Source: an optimization exercise on an open RTL-to-GDS flow (aim: small area, a short achievable clock period and few clock cycles per item). Production flows keep margins and buffers that such runs may drop.
No run shown here included a check of the RTL's function; only the layout flow was run.
No activity file was given, so power comes from the tool's default toggle rates.

==> flow/design.v <==
`timescale 1ns/10ps
module leading_ones
  #
  (
   parameter SELECTOR,
   parameter BITS      = 16
   )
  (
   input wire [BITS-1:0]         SW,
   output logic [$clog2(BITS):0] LED
   );
  generate
    if (SELECTOR == "UNIQUE_CASE") begin : g_UNIQUE_CASE
      always_comb begin
        LED           = '0;  
        unique case (1'b1)
          SW[15]:  LED  = 16;
          SW[14]:  LED  = 15;
          SW[13]:  LED  = 14;
          SW[12]:  LED  = 13;
          SW[11]:  LED  = 12;
          SW[10]:  LED  = 11;
          SW[9]:   LED  = 10;
          SW[8]:   LED  = 9;
          SW[7]:   LED  = 8;
          SW[6]:   LED  = 7;
          SW[5]:   LED  = 6;
          SW[4]:   LED  = 5;
          SW[3]:   LED  = 4;
          SW[2]:   LED  = 3;
          SW[1]:   LED  = 2;
          SW[0]:   LED  = 1;
        endcase
      end  
    end else if (SELECTOR == "CASE") begin : g_CASE  
      always_comb begin
        LED           = '0;  
        case (1'b1)
          SW[15]:  LED  = 16;
          SW[14]:  LED  = 15;
          SW[13]:  LED  = 14;
          SW[12]:  LED  = 13;
          SW[11]:  LED  = 12;
          SW[10]:  LED  = 11;
          SW[9]:   LED  = 10;
          SW[8]:   LED  = 9;
          SW[7]:   LED  = 8;
          SW[6]:   LED  = 7;
          SW[5]:   LED  = 6;
          SW[4]:   LED  = 5;
          SW[3]:   LED  = 4;
          SW[2]:   LED  = 3;
          SW[1]:   LED  = 2;
          SW[0]:   LED  = 1;
          default: LED  = 0;
        endcase
      end  
    end else if (SELECTOR == "DOWN_FOR") begin : g_UP_IF
      logic found;
      always_comb begin
        LED = '0;
        found = 1'b0;
        for (int i = $high(SW); i >= $low(SW); i--) begin
          if (SW[i] && !found) begin
            LED = i + 1;
            found = 1'b1;
          end
        end
      end
    end else if (SELECTOR == "UP_FOR") begin : g_DOWN_IF
      always_comb begin
        LED = '0;
        for (int i = $low(SW); i <= $high(SW); i++) begin
          if (SW[i]) begin
            LED = i + 1;
          end
        end
      end
    end
  endgenerate
endmodule
`timescale 1ns/10ps
module divider_nr
  #
  (
   parameter BITS      = 16
   )
  (
   input wire                       clk,
   input wire                       reset,
   input wire                       start,
   input wire unsigned [BITS-1:0]   dividend,
   input wire unsigned [BITS-1:0]   divisor,
   output logic                     done,
   output logic unsigned [BITS-1:0] quotient,
   output logic unsigned [BITS-1:0] remainder
   );
  localparam BC = $clog2(BITS);
  logic [BITS:0]   t_q;        
  logic [BITS-1:0] d_q;        
  logic            q_q;        
  logic            qn_q;       
  logic            done_q;     
  logic [BITS-2:0] quo_q;      
  logic [BC-1:0]   idx_q;      
  logic            bit_q;      
  logic            busy_q;
  logic            norm_q;     
  function automatic logic [3:0] msb_pos(input logic [15:0] x);
    logic [7:0] y8;
    logic [3:0] y4;
    logic [1:0] y2;
    msb_pos[3] = |x[15:8];
    y8         = msb_pos[3] ? x[15:8] : x[7:0];
    msb_pos[2] = |y8[7:4];
    y4         = msb_pos[2] ? y8[7:4] : y8[3:0];
    msb_pos[1] = |y4[3:2];
    y2         = msb_pos[1] ? y4[3:2] : y4[1:0];
    msb_pos[0] = y2[1];
  endfunction
  logic [3:0]    pa, pb;
  logic [4:0]    pdiff;
  logic [BC-1:0] sh;
  assign pa    = msb_pos(dividend);
  assign pb    = msb_pos(divisor);
  assign pdiff = {1'b0, pa} - {1'b0, pb};
  assign sh    = pdiff[4] ? '0 : pdiff[3:0];
  logic [BITS-1:0] bmask;
  logic            wider;
  always_comb begin
    bmask[BITS-1] = divisor[BITS-1];
    for (int i = BITS-2; i > 0; i--) bmask[i] = bmask[i+1] | divisor[i];
    bmask[0] = 1'b1;   
  end
  assign wider = |(dividend & ~bmask);
  logic [BITS-1:0] rn;
  assign rn = ({BITS{q_q}} & d_q) | ({BITS{qn_q}} & t_q[BITS-1:0]);
  logic [BITS:0]   x;
  logic [BITS+1:0] dx;
  always_comb begin
    if (!busy_q || done_q)
      x = {1'b0, dividend};
    else if (norm_q)
      x = {1'b0, dividend >> idx_q};
    else
      x = {rn, bit_q};
  end
  assign dx = {1'b0, x} - {2'b0, divisor};
  logic [BC-1:0] nidx;
  assign nidx = norm_q ? idx_q - 4'd1 : idx_q - 4'd2;
  assign done      = done_q;
  assign quotient  = {quo_q, q_q};
  assign remainder = rn;
  always_ff @(posedge clk) begin
    t_q   <= x;
    d_q   <= dx[BITS-1:0];
    q_q   <= ~dx[BITS+1];
    qn_q  <= dx[BITS+1];
    if (start)
      done_q <= !wider;
    else
      done_q <= busy_q && !norm_q && !done_q && (idx_q == 4'd1);
    bit_q <= dividend[nidx];
    if (start) begin
      busy_q <= 1'b1;
      norm_q <= wider;
      idx_q  <= sh;
      quo_q  <= '0;
    end else if (norm_q) begin
      norm_q <= 1'b0;
    end else begin
      if (busy_q) idx_q <= idx_q - 1'b1;
      if (done) busy_q <= 1'b0;
      quo_q <= quotient[BITS-2:0];
    end
    if (reset) begin
      busy_q <= 1'b0;
      norm_q <= 1'b0;
      done_q <= 1'b0;
    end
  end
endmodule
==> flow/flow/run.sh <==
#!/bin/bash
cp standard.sh standard_sh.txt
export BUFFER_PORTS_ARGS="-buffer_cell sky130_fd_sc_hd__buf_2"
export ADDER_MAP_FILE=
bash standard.sh > standard.log 2>&1
==> flow/standard.sh <==
#!/bin/bash
# synth_recipe.tcl (not shown) runs the flow's synth.tcl, then flattens the netlist and writes it again
# the make line also repeats each setting of config.mk as NAME=value (left out here)
make -C /OpenROAD-flow-scripts/flow DESIGN_CONFIG=/design/flow/config.mk WORK_HOME=/design/flow/orfs CLKGATE_MAP_FILE= SYNTH_SCRIPT=/design/flow/synth_recipe.tcl "${@:-finish}"
==> flow/config.mk <==
export PLATFORM = sky130hd
export DESIGN_NAME = divider_nr
export DESIGN_NICKNAME = divider_nr
export VERILOG_FILES = /design/flow/design.v
export SDC_FILE = /design/flow/constraint.sdc
export NUM_CORES = 4
export LEC_CHECK = 0
export ABC_AREA = 1
export CAP_MARGIN = 20
export CORE_MARGIN = 2
export CORE_UTILIZATION = 60
export SETUP_SLACK_MARGIN = 2.0
export SLEW_MARGIN = 20
==> flow/constraint.sdc <==
create_clock -name core_clock -period 5.0 [get_ports {clk}]
set_input_delay 1.0000 -clock core_clock [delete_from_list [all_inputs] [get_ports {clk}]]
set_output_delay 1.0000 -clock core_clock [all_outputs]
set_load 0.01 [all_outputs]
==> run summary, run 1 <==
- Status: no timing/DRC/antenna violations
- Initial antenna violation count: 0
- WHS: 0.495 ns
- Placed Cells incl. Taps: 959
- Top layer in use: met4
- Final Hold Fails: 0
- Synthesized flop and latch total: 57
- Hold path cells: 2
- WL final: 15700 µm
- Cell Pwr Density: 369 nW/µm²
- P_int: 1.12 mW
- Vias in the first global route: 5234
- Drt initial violations: 583
- Setup Crit Path Kind: reg -> reg
- Floorplan row count: 32
- TritonCTS sink count: 57
- Share of cells above drive strength 1: 15.6%
- Post-Synthesis Mean Instance Area: 5.65 µm²
- Skew-Pair Late Insertion Delay: 0.34 ns
- RSZ-0062 raised after global routing: false
- DRT antenna net count: 0
- Switching Fraction: 42.2%
- Sequential share of power: 33.0%
- Top post-synthesis cells by area: nand2_1 (23%), dfxtp_1 (23%), nand3_1 (11%)
- Syn Nets: 854
- GRT Util Overall: 37.0%
- Setup violations, final: 0
- Maximum VDD drop: 197 µV
- Post-route clock period utilization: 55.9%
- CTS Buf Count: 9
- Slowest-stage cell, CP: edfxtp_1
- Reg2Reg Setup Slack: 2.20 ns
- Worst-path cell chain: inv_4 > nand2_1 > nor2_1 > nand2_1 > nand2_1 > inv_1 > nand3_1 > nand3_1 > nand2_1 > nand2_2 > nand2_2 > inv_2 > nand2_1 > nor2_1 > nand3_1 > nor3b_2 > nor2_1
- HPWL Detailed: 11800 µm
- NetSw: 0.819 mW
- Largest area contributor in the netlist: nand2_1
- IO Pins: 68
- Comb power frac: 41.2%
- Final slew viol count: 0
- Synth async-reset ratio: 0%
- Critical path peak fanout: 18
- Area share of the leading cell type in the synthesized netlist: 23.4%
- Pin count of the biggest net entering global routing: 32
- WP data required: 5.24 ns
- Worst Tran Pin Value: 1.02 ns
- Ys Warns: 1
- CP startpoint kind: flip-flop
- Die width: 91.8 µm
- Fin cells: 983
- Max Clk Rate: 0.358 GHz
- Full die area: 8430 µm²
- Core Area: 7610 µm²
- Slew headroom: 31.3%
- Post-layout min period: 2.80 ns
- CP arrival: 3.03 ns
- Routed vias/inst: 5.81
- Synth Instances: 819
- Die Y: 91.8 µm
- GRT overflow: 0
- Main flop type after synthesis: dfxtp_1
- Port bufs: 67
- Post-layout utilization of the core: 69.0%
- Root buf cell: clkbuf_8
- CTS tree: built
- Initial Utilization: 60.8%
- Post-Route M1 WL: 6380 µm
- Met2 WL: 6950 µm
- Worst min path class: reg -> reg
- Lkg Pwr: 2.90 nW
- FILL cells: 708
- Routed wire per std cell: 16.0 µm
- Mapped Area: 4630 µm²
- R2R depth: 17
- Clk pin slew, worst setup/hold paths: 0.07 ns
- Crit path top cell by count: nand2_1
- Sequential area share after synthesis: 25.5%
- MaxCap Viol Count: 0
- Vias: 5714
- Fin nets: 911
- TNS Setup: 0 ns
- Post-DP Area: 4930 µm²
- Placer congestion estimate: 1.06
- WL met3: 1750 µm
- Drt pass-1 iters: 6
- H-tree Lvls: 3
- Synth-to-Final Area Change: 13.5%
- # DRC: 0
- Yosys cell types: 41
- Clk pwr share: 25.8%
- N_diodes: 0
- Final Cell Area: 5250 µm²
- CTS max path bufs: 2
- Global-route wire length before repair: 25000 µm
- Clock tree skew after final layout: 0.00545 ns
- Critical Path Sink Type: flip-flop
- EDFF count, synth: 4
- CP max stage delay: 0.81 ns
[layout make-up]
class	count	area (µm²)	area share [%]
inverter	100	383	7.29
clock buffer	9	124	2.36
multi-input combinational	632	2930	55.8
sequential	57	1180	22.5
timing repair inverter	1	7.51	0.143
tap	102	128	2.43
timing repair buffer	75	395	7.53
clock inverter	7	103	1.95
[per-stage QoR]
| step | total power, mW | worst slack [ns] |
|---|---|---|
| 2_1_floorplan | 1.18 | 2.24 |
| 3_3_place_gp | 1.39 | 1.89 |
| 3_5_place_dp | 1.40 | 1.78 |
| 4_1_cts | 1.90 | 2.09 |
| 5_1_grt | 2.04 | 1.99 |
| 6_report | 1.94 | 2.20 |
[registers in the layout (all words and copies together), names as in the netlist]
signal	count
busy_q	1
quo_q	15
qn_q	1
d_q	16
idx_q	4
t_q	16
bit_q	1
q_q	1
norm_q	1
done_q	1
[power by group through the flow]
stage | Clock, mW | Combinational [mW] | Sequential, mW
6_report | 0.500 | 0.799 | 0.640
3_5_place_dp | 0 | 0.743 | 0.656
2_1_floorplan | 0 | 0.585 | 0.591
5_1_grt | 0.520 | 0.876 | 0.646
4_1_cts | 0.500 | 0.749 | 0.646
3_3_place_gp | 0 | 0.736 | 0.655
[synth_stat cells, types with 7 or more instances]
library cell,n
nand2_1,288
nand3_1,102
inv_1,93
nor2_1,84
dfxtp_1,53
o21ai_0,44
a21oi_1,25
a22o_1,15
nand2_2,14
clkbuf_1,11
buf_2,9
nor2_2,8
o21ai_1,7
[worst paths after layout]
| check | start | end |
|---|---|---|
| max reg2reg | idx_q[1] | qn_q |
| max | idx_q[1] | qn_q |
| min reg2reg | quo_q[14] | quo_q[14] |
| min | quo_q[14] | quo_q[14] |
[cell usage in the layout, fill, tap and decap left out, types with 2 or more instances in the layout]
cell type	count
o21bai_1	2
a31oi_1	3
clkinv_4	3
xor2_1	5
o21ai_1	8
inv_1	92
a21oi_1	25
edfxtp_1	4
inv_2	5
nor3_1	5
bufinv_16	2
nand2_1	285
clkinvlp_4	3
buf_2	67
o211ai_1	2
clkbuf_8	9
a22o_1	15
nor2_2	9
nor2_1	81
or2_2	2
nor2_4	4
dfxtp_1	52
xnor2_1	6
nand4_1	5
nand2_2	17
nand3_1	102
a221oi_1	2
o21ai_0	43
buf_4	8
[timing repair]
item | 4_1_cts | 5_1_grt
hold buffers | 0 | 0
cloned | 0 | 1
pin swaps | 0 | 1
endpoints found under the setup margin | 4 | 18
gates resized for setup | 1 | 12
setup buffers | 0 | 7
endpoints found under the hold margin | 0 | 0
[metal layers]
metal / track usage [%] / vias up
met1: 47.8 / 2510
met2: 60.4 / 404
met5: 0 / -
met3: 6.66 / 74
met4: 16.3 / 0
li1: - / 2726
[logic make-up after synthesis]
group	count (synthesis)	synth area share, %
compound gates	105	13.5
buf+inv	130	11.7
xor+xnor	11	2.08
simple gates	516	47.2
flops	57	25.5
[critical path, delay by kind of cell (launching register included)]
| family | cells | cell delay, ns |
|---|---|---|
| buffers and inverters | 3 | 0.37 |
| flip-flops | 1 | 0.81 |
| AND/OR/NAND/NOR | 14 | 1.50 |
==> inputs of run 2 (changes only) <==
--- a/flow/design.v
+++ b/flow/design.v
@@ -126,24 +126,13 @@
   assign pdiff = {1'b0, pa} - {1'b0, pb};
   assign sh    = pdiff[4] ? '0 : pdiff[3:0];
-  logic [BITS-1:0] bmask;
-  logic            wider;
-  always_comb begin
-    bmask[BITS-1] = divisor[BITS-1];
-    for (int i = BITS-2; i > 0; i--) bmask[i] = bmask[i+1] | divisor[i];
-    bmask[0] = 1'b1;   
-  end
-  assign wider = |(dividend & ~bmask);
   logic [BITS-1:0] rn;
   assign rn = ({BITS{q_q}} & d_q) | ({BITS{qn_q}} & t_q[BITS-1:0]);
   logic [BITS:0]   x;
   logic [BITS+1:0] dx;
-  always_comb begin
-    if (!busy_q || done_q)
-      x = {1'b0, dividend};
-    else if (norm_q)
-      x = {1'b0, dividend >> idx_q};
-    else
-      x = {rn, bit_q};
-  end
+  logic [BC-1:0]   amt;
+  logic [BITS-1:0] sx;
+  assign amt = norm_q ? idx_q : '0;
+  assign sx  = dividend >> amt;
+  assign x   = (norm_q || !busy_q || done_q) ? {1'b0, sx} : {rn, bit_q};
   assign dx = {1'b0, x} - {2'b0, divisor};
   logic [BC-1:0] nidx;
@@ -158,5 +147,5 @@
     qn_q  <= dx[BITS+1];
     if (start)
-      done_q <= !wider;
+      done_q <= (sh == '0);
     else
       done_q <= busy_q && !norm_q && !done_q && (idx_q == 4'd1);
@@ -164,5 +153,5 @@
     if (start) begin
       busy_q <= 1'b1;
-      norm_q <= wider;
+      norm_q <= (sh != '0);
       idx_q  <= sh;
       quo_q  <= '0;
==> run summary, run 2 <==
- Reg2Reg Setup Slack: 2.19 ns (about the same)
- Area share of the leading cell type in the synthesized netlist: 24.8% (+1.4 points)
- NetSw: 0.915 mW (+12%)
- GRT overflow: 0 (unchanged)
- H-tree Lvls: 3 (unchanged)
- Met3 track demand over resource: 5.69% (-0.97 points)
- Largest registers: d_q x16, t_q x16, quo_q x15
- Ys Warns: 1 (unchanged)
- Top post-synthesis cells by area: dfxtp_1 (25%), nand2_1 (20%), inv_1 (7.0%)
- # DRC: 0 (unchanged)
- Critical path peak fanout: 13 (-5)
- Synth-to-Final Area Change: 15.8%
- P_int: 1.27 mW (+13%)
- Met2 Resource Use GR: 51.1% (-9.3 points)
- TritonCTS sink count: 57 (unchanged)
- CP arrival: 3.05 ns (+0.02 ns)
- Slew headroom: 48.4% (+17 points)
- Lkg Pwr: 2.67 nW (-7.9%)
- Most common cell after layout, fill and taps aside: nand2_1
- Switching Fraction: 41.9% (-0.31 points)
- Most common cell in the netlist: nand2_1
- Yosys cell types: 48 (+17%)
- Cell Pwr Density: 441 nW/µm² (+19%)
- WL final: 12400 µm (-21%)
- Post-layout min period: 2.81 ns (+0.0136 ns)
- Sequential area share after synthesis: 27.6% (+2.1 points)
- DRT antenna net count: 0 (unchanged)
- CTS Buf Count: 9 (unchanged)
- Most frequent cells in the layout: nand2_1 (231), inv_1 (80), nor2_1 (76), buf_2 (67), dfxtp_1 (52)
- TNS Setup: 0 ns (unchanged)
- CP startpoint kind: flip-flop
- Status: no timing/DRC/antenna violations
- Max Clk Rate: 0.356 GHz (-0.48%)
- Commonest cells in the netlist: nand2_1 (231), inv_1 (80), nor2_1 (80)
- Critical Path Sink Type: flip-flop
- Mapped Area: 4280 µm² (-7.6%)
- Full die area: 7820 µm² (-7.2%)
- Floorplan row count: 30 (-6.3%)
- GRT Util Overall: 31.5% (-5.5 points)
- RSZ-0062 raised after global routing: true
- Clk pwr share: 24.6% (-1.2 points)
- Final Hold Fails: 0 (unchanged)
- Port bufs: 67 (unchanged)
- R2R depth: 16 (-1)
- Post-route clock period utilization: 56.2% (+0.27 points)
- Pin count of the biggest net entering global routing: 29 (-9.4%)
- Maximum VDD drop: 279 µV (+42%)
- Routed vias/inst: 5.45 (-6.3%)
- Global-route wire length before repair: 19200 µm (-23%)
- Skew-Pair Late Insertion Delay: 0.36 ns (+0.02 ns)
- Post-layout utilization of the core: 72.5% (+3.5 points)
- Fin nets: 811 (-11%)
- IO Pins: 68 (unchanged)
- Synth async-reset ratio: 0% (unchanged)
- Setup WS post-layout: 2.19 ns (-0.0136 ns)
- Vias: 4776 (-16%)
- Synth Instances: 710 (-13%)
- Syn Nets: 745 (-13%)
- Comb power frac: 43.3% (+2.1 points)
- MaxCap Viol Count: 0 (unchanged)
- Vias in the first global route: 4151 (-21%)
- Share of cells above drive strength 1: 18.2% (+2.6 points)
- Drt initial violations: 323 (-45%)
- Clock tree skew after final layout: 0.0192 ns (+0.0138 ns)
- Main flop type after synthesis: dfxtp_1
- CTS max path bufs: 2 (unchanged)
- Initial antenna violation count: 0 (unchanged)
- Setup Crit Path Kind: reg -> reg
- Pre-CTS setup slack: 1.74 ns (-0.0412 ns)
- Busiest grt layer: met2
- Routed wire per std cell: 14.1 µm (-12%)
- CTS tree: built
- HPWL Detailed: 9420 µm (-20%)
- WP data required: 5.24 ns (about the same)
- EDFF count, synth: 4 (unchanged)
- Largest area contributor in the netlist: dfxtp_1
- Synthesized flop and latch total: 57 (unchanged)
- Hold path cells: 2 (unchanged)
- Placer congestion estimate: 0.949 (-11%)
- Setup violations, final: 0 (unchanged)
- Initial Utilization: 62.6% (+1.8 points)
- Worst Tran Pin Value: 0.773 ns (-0.246 ns)
- Drt pass-1 iters: 5 (-1)
- Die width: 88.4 µm (-3.7%)
- Met1 usage: 41.1% (-6.7 points)
- Die Y: 88.4 µm (-3.7%)
- Clk pin slew, worst setup/hold paths: 0.08 ns (about the same)
- N_diodes: 0 (unchanged)
- Post-Synthesis Mean Instance Area: 6.02 µm² (+6.6%)
- Core Area: 6830 µm² (-10%)
- Sequential share of power: 32.2% (-0.8 points)
- Root buf cell: clkbuf_8
- Final slew viol count: 0 (unchanged)
- Worst min path class: reg -> reg
[run 2: layer usage]
layer  vias to the layer above  share of wire [%]
met1                      2134                 44
met4                         0                3.0
met3                        34                7.4
met2                       198                 46
met5                         -                  0
li1                       2410                  -
[run 2: repair_timing]
item / CTS / global route
setup buffers: 0 / 6
resized for setup: 1 / 12
cloned: 0 / 1
pin swaps: 0 / 3
hold buffers: 0 / 0
endpoints found under the setup margin: 14 / 19
[run 2: final timing paths]
check / start / to
hold reg to reg: busy_q / busy_q
hold / removal: busy_q / busy_q
setup reg to reg: norm_q / d_q[13]
setup / recovery: norm_q / d_q[13]
[run 2: final cells by class]
| class | instances | area, µm² |
|---|---|---|
| Inverter | 94 | 355 |
| Tap cell | 96 | 120 |
| Clock inverter | 6 | 95.1 |
| Sequential cell | 57 | 1180 |
| Multi-Input combinational cell | 541 | 2670 |
| Clock buffer | 10 | 149 |
| Timing Repair Buffer | 73 | 380 |
| Fill cell | 608 | 1880 |
[run 2: worst max-delay path, cell delays in order (launching register included)]
cell and delay, ns:
dfxtp_4 0.42, nor3_4 0.56, inv_4 0.18, nand2_4 0.15, inv_2 0.11, o211ai_2 0.11, nand3_1 0.15, nand2_1 0.14
nand2_2 0.08, nor2_2 0.14, nand2_1 0.06, nand2_1 0.13, nand2_1 0.07, nand2_1 0.15, nand2_1 0.10, nand3b_1 0.09
nand2_1 0.06
[run 2: kinds of logic (layout without fill, tap and decap cells)]
logic type                count (synthesis)  after routing  share of synthesized area (%)
and+or+nand+nor                         402            403                           40.5
buffers and inverters                   113            183                           11.2
muxes                                     1              1                          0.234
DFF                                      57             57                           27.6
xor gates and xnor gates                 12             12                           2.46
AOI/OAI and AO/OA                       125            125                           18.0
[run 2: power groups by stage]
| stage | clock network, mW | registers, mW | logic [mW] |
|---|---|---|---|
| finish | 0.536 | 0.702 | 0.945 |
| global route | 0.545 | 0.714 | 1.04 |
| CTS | 0.534 | 0.699 | 0.925 |
| detailed placement | 0 | 0.709 | 0.916 |
| global placement | 0 | 0.704 | 0.910 |
| floorplan | 0 | 0.654 | 0.701 |
[run 2: stage by stage]
stage | std cells | area [µm²] | hold WS, ns | power [mW]
detailed placement | 854 | 4610 | 0.461 | 1.63
global placement | 854 | 4610 | 0.444 | 1.61
floorplan | 710 | 4280 | 0.433 | 1.35
finish | 877 | 4950 | 0.470 | 2.18
CTS | 870 | 4850 | 0.473 | 2.16
global route | 877 | 4950 | 0.502 | 2.30
==> inputs of run 3 (changes only) <==
--- a/flow/config.mk
+++ b/flow/config.mk
@@ -10,4 +10,4 @@
 export CORE_MARGIN = 2
 export CORE_UTILIZATION = 60
-export SETUP_SLACK_MARGIN = 2.0
+export SETUP_SLACK_MARGIN = 2.2
 export SLEW_MARGIN = 20
==> run summary, run 3 <==
- Setup Crit Path Kind: reg -> out
- CTS tree: built
- Die Y: 88.4 µm (unchanged)
- Synth-to-Final Area Change: 20.7%
- Drt initial violations: 295 (-8.7%)
- H-tree Lvls: 3 (unchanged)
- WHS: 0.485 ns (+0.0151 ns)
- Routed wire per std cell: 14.6 µm (+3.3%)
- N_diodes: 0 (unchanged)
- GRT overflow: 0 (unchanged)
- Met1 usage: 40.9% (-0.17 points)
- Post-layout min period: 2.72 ns (-0.0886 ns)
- CTS max path bufs: 2 (unchanged)
- Most common cell in the netlist: nand2_1
- CP arrival: 1.72 ns (-1.33 ns)
- Area share of the leading cell type in the synthesized netlist: 24.8% (unchanged)
- Met3 track demand over resource: 5.78% (+0.093 points)
- Clk pin slew, worst setup/hold paths: 0.08 ns (about the same)
- TNS Setup: 0 ns (unchanged)
- Ys Warns: 1 (unchanged)
- Syn Nets: 745 (unchanged)
- Largest registers: d_q x16, t_q x16, quo_q x15
- Main flop type after synthesis: dfxtp_1
- Met2 Resource Use GR: 51.2% (+0.068 points)
- RSZ-0062 raised after global routing: true
- Commonest cells in the netlist: nand2_1 (231), inv_1 (80), nor2_1 (80)
- Largest area contributor in the netlist: dfxtp_1
- Initial Utilization: 62.6% (unchanged)
- Yosys cell types: 48 (unchanged)
- HPWL Detailed: 9420 µm (unchanged)
- Synth Instances: 710 (unchanged)
- Lkg Pwr: 2.75 nW (+2.8%)
- Root buf cell: clkbuf_8
- Port bufs: 67 (unchanged)
- Fin nets: 820 (+1.1%)
- WL final: 12900 µm (+4.4%)
- Core Area: 6830 µm² (unchanged)
- Slowest-stage cell, CP: dfxtp_1
- Die width: 88.4 µm (unchanged)
- # DRC: 0 (unchanged)
- Setup violations, final: 0 (unchanged)
- Critical Path Sink Type: output port
- Placer congestion estimate: 0.949 (unchanged)
- Final Hold Fails: 0 (unchanged)
- Initial antenna violation count: 0 (unchanged)
- Vias: 4911 (+2.8%)
- Busiest grt layer: met2
- EDFF count, synth: 4 (unchanged)
- Vias in the first global route: 4171 (+0.48%)
- Final slew viol count: 0 (unchanged)
- Critical path peak fanout: 17 (+4)
- Most frequent cells in the layout: nand2_1 (209), inv_1 (80), nor2_1 (68), buf_2 (66), dfxtp_1 (52)
- CP startpoint kind: flip-flop
- Pin count of the biggest net entering global routing: 29 (unchanged)
- Worst-path cell chain: inv_1 > o22ai_1 > buf_2
- Top post-synthesis cells by area: dfxtp_1 (25%), nand2_1 (20%), inv_1 (7.0%)
- Sequential area share after synthesis: 27.6% (unchanged)
- Skew-Pair Late Insertion Delay: 0.36 ns (about the same)
- Maximum VDD drop: 287 µV (+2.8%)
- Drt pass-1 iters: 5 (unchanged)
- Post-route clock period utilization: 54.4% (-1.8 points)
- IO Pins: 68 (unchanged)
- Share of cells above drive strength 1: 24.7% (+6.5 points)
- Worst min path class: reg -> reg
- GRT Util Overall: 31.5% (about the same)
- Clock tree skew after final layout: 0.0136 ns (-0.00568 ns)
- CP max stage delay: 0.83 ns (+0.27 ns)
- Worst Tran Pin Value: 0.778 ns (+0.00439 ns)
- WP data required: 4.00 ns (-1.24 ns)
- Mapped Area: 4280 µm² (unchanged)
- DRT antenna net count: 0 (unchanged)
- Synth async-reset ratio: 0% (unchanged)
- Routed vias/inst: 5.54 (+1.8%)
- MaxCap Viol Count: 0 (unchanged)
- Synthesized flop and latch total: 57 (unchanged)
- CTS Buf Count: 9 (unchanged)
- Cell Pwr Density: 432 nW/µm² (-2.0%)
- Status: no timing/DRC/antenna violations
- Post-Synthesis Mean Instance Area: 6.02 µm² (unchanged)
- Most common cell after layout, fill and taps aside: nand2_1
- Global-route wire length before repair: 19200 µm (+0.11%)
- Full die area: 7820 µm² (unchanged)
- Floorplan row count: 30 (unchanged)
- Slew headroom: 48.1% (-0.29 points)
- Max Clk Rate: 0.367 GHz (+3.3%)
- TritonCTS sink count: 57 (unchanged)
[run 3: layout make-up]
class | count | area, µm²
Clock buffer | 10 | 149
Clock inverter | 6 | 95.1
Fill cell | 564 | 1670
Inverter | 94 | 362
Multi-Input combinational cell | 541 | 2800
Sequential cell | 57 | 1180
Tap cell | 96 | 120
Timing Repair Buffer | 82 | 450
[run 3: cell families (layout without fill, tap and decap cells)]
group                  Yosys count  in the layout  share of synthesized area [%]
AO/OA/AOI/OAI                  125            125                           18.0
XOR/XNOR                        12             12                           2.46
buffers and inverters          113            192                           11.2
flip-flops                      57             57                           27.6
multiplexers                     1              1                          0.234
AND/OR/NAND/NOR                402            403                           40.5
[run 3: metal layers]
metal	up-vias	routed length (µm)	share of wire, %
met5	-	0	0
met4	0	408	3.2
met3	42	880	6.8
met2	219	6000	47
met1	2218	5600	43
li1	2432	-	-
[run 3: report_power, final]
group / leakage (nW) / internal [mW] / switching [mW] / total (mW)
sequential: 0.485 / 0.600 / 0.102 / 0.701
combinational: 2.14 / 0.374 / 0.620 / 0.995
clock: 0.123 / 0.316 / 0.219 / 0.535
total: 2.75 / 1.29 / 0.941 / 2.23
[run 3: final timing paths]
check | from | to | slack [ns] | depth (start not counted)
hold / removal | busy_q | busy_q | 0.49 | 2
setup / recovery | q_q | remainder[10] | 2.28 | 3
setup reg to reg | norm_q | d_q[15] | 2.33 | 15
hold reg to reg | busy_q | busy_q | 0.49 | 2
[run 3: repair_timing]
action	4_1_cts	5_1_grt
pin swaps	1	18
cloned	0	1
buffers inserted	2	13
endpoints found under the setup margin	21	19
gates resized for setup	3	61
hold buffers	0	0
[run 3: metrics by stage]
| step | util, % | power, mW | cells | cell area [µm²] | setup slack (ns) |
|---|---|---|---|---|---|
| floorplan | - | 1.35 | 710 | 4280 | 2.22 |
| global placement | 67.4 | 1.61 | 854 | 4610 | 1.79 |
| detailed placement | 67.4 | 1.63 | 854 | 4610 | 1.74 |
| CTS | 71.4 | 2.16 | 872 | 4870 | 2.23 |
| global route | 75.6 | 2.35 | 886 | 5160 | 2.15 |
| finish | 75.6 | 2.23 | 886 | 5160 | 2.28 |
[run 3: worst max-delay path: cells and delay by family (launching register included)]
family                 cells  cell delay (ns)
buffers and inverters      2             0.30
AOI/OAI and AO/OA          1             0.24
DFF                        1             0.83

[re-timing with driven ports]
The flow's constraints put no driver on any port. The routed layouts listed below were extracted and timed again, unchanged, in two steps. Step 1 assumes that a clkbuf_16 drives the clock port and a buf_2 every other input. Step 2 times the ports against the registers' clock, not the clock port: input delays grow and output delays shrink by t, the midpoint of the rising clock arrivals with the driver on. Slacks: ideal ports / drivers / drivers and shift; pairs: ideal ports / drivers.
run	t (ns)	setup WS [ns]	hold slack, ns
run 1	0.373	2.204 / 2.204 / 1.858	0.495 / 0.495 / 0.495
run 2	0.380	2.190 / 2.190 / 1.829	0.470 / 0.470 / 0.470
run 3	0.376	2.279 / 2.251 / 1.927	0.485 / 0.485 / 0.485
After both steps setup and hold are still met in every run listed. For run 2, which loses most, drivers alone change the setup slack by 0.000 ns; drivers and shift together by -0.361 ns.
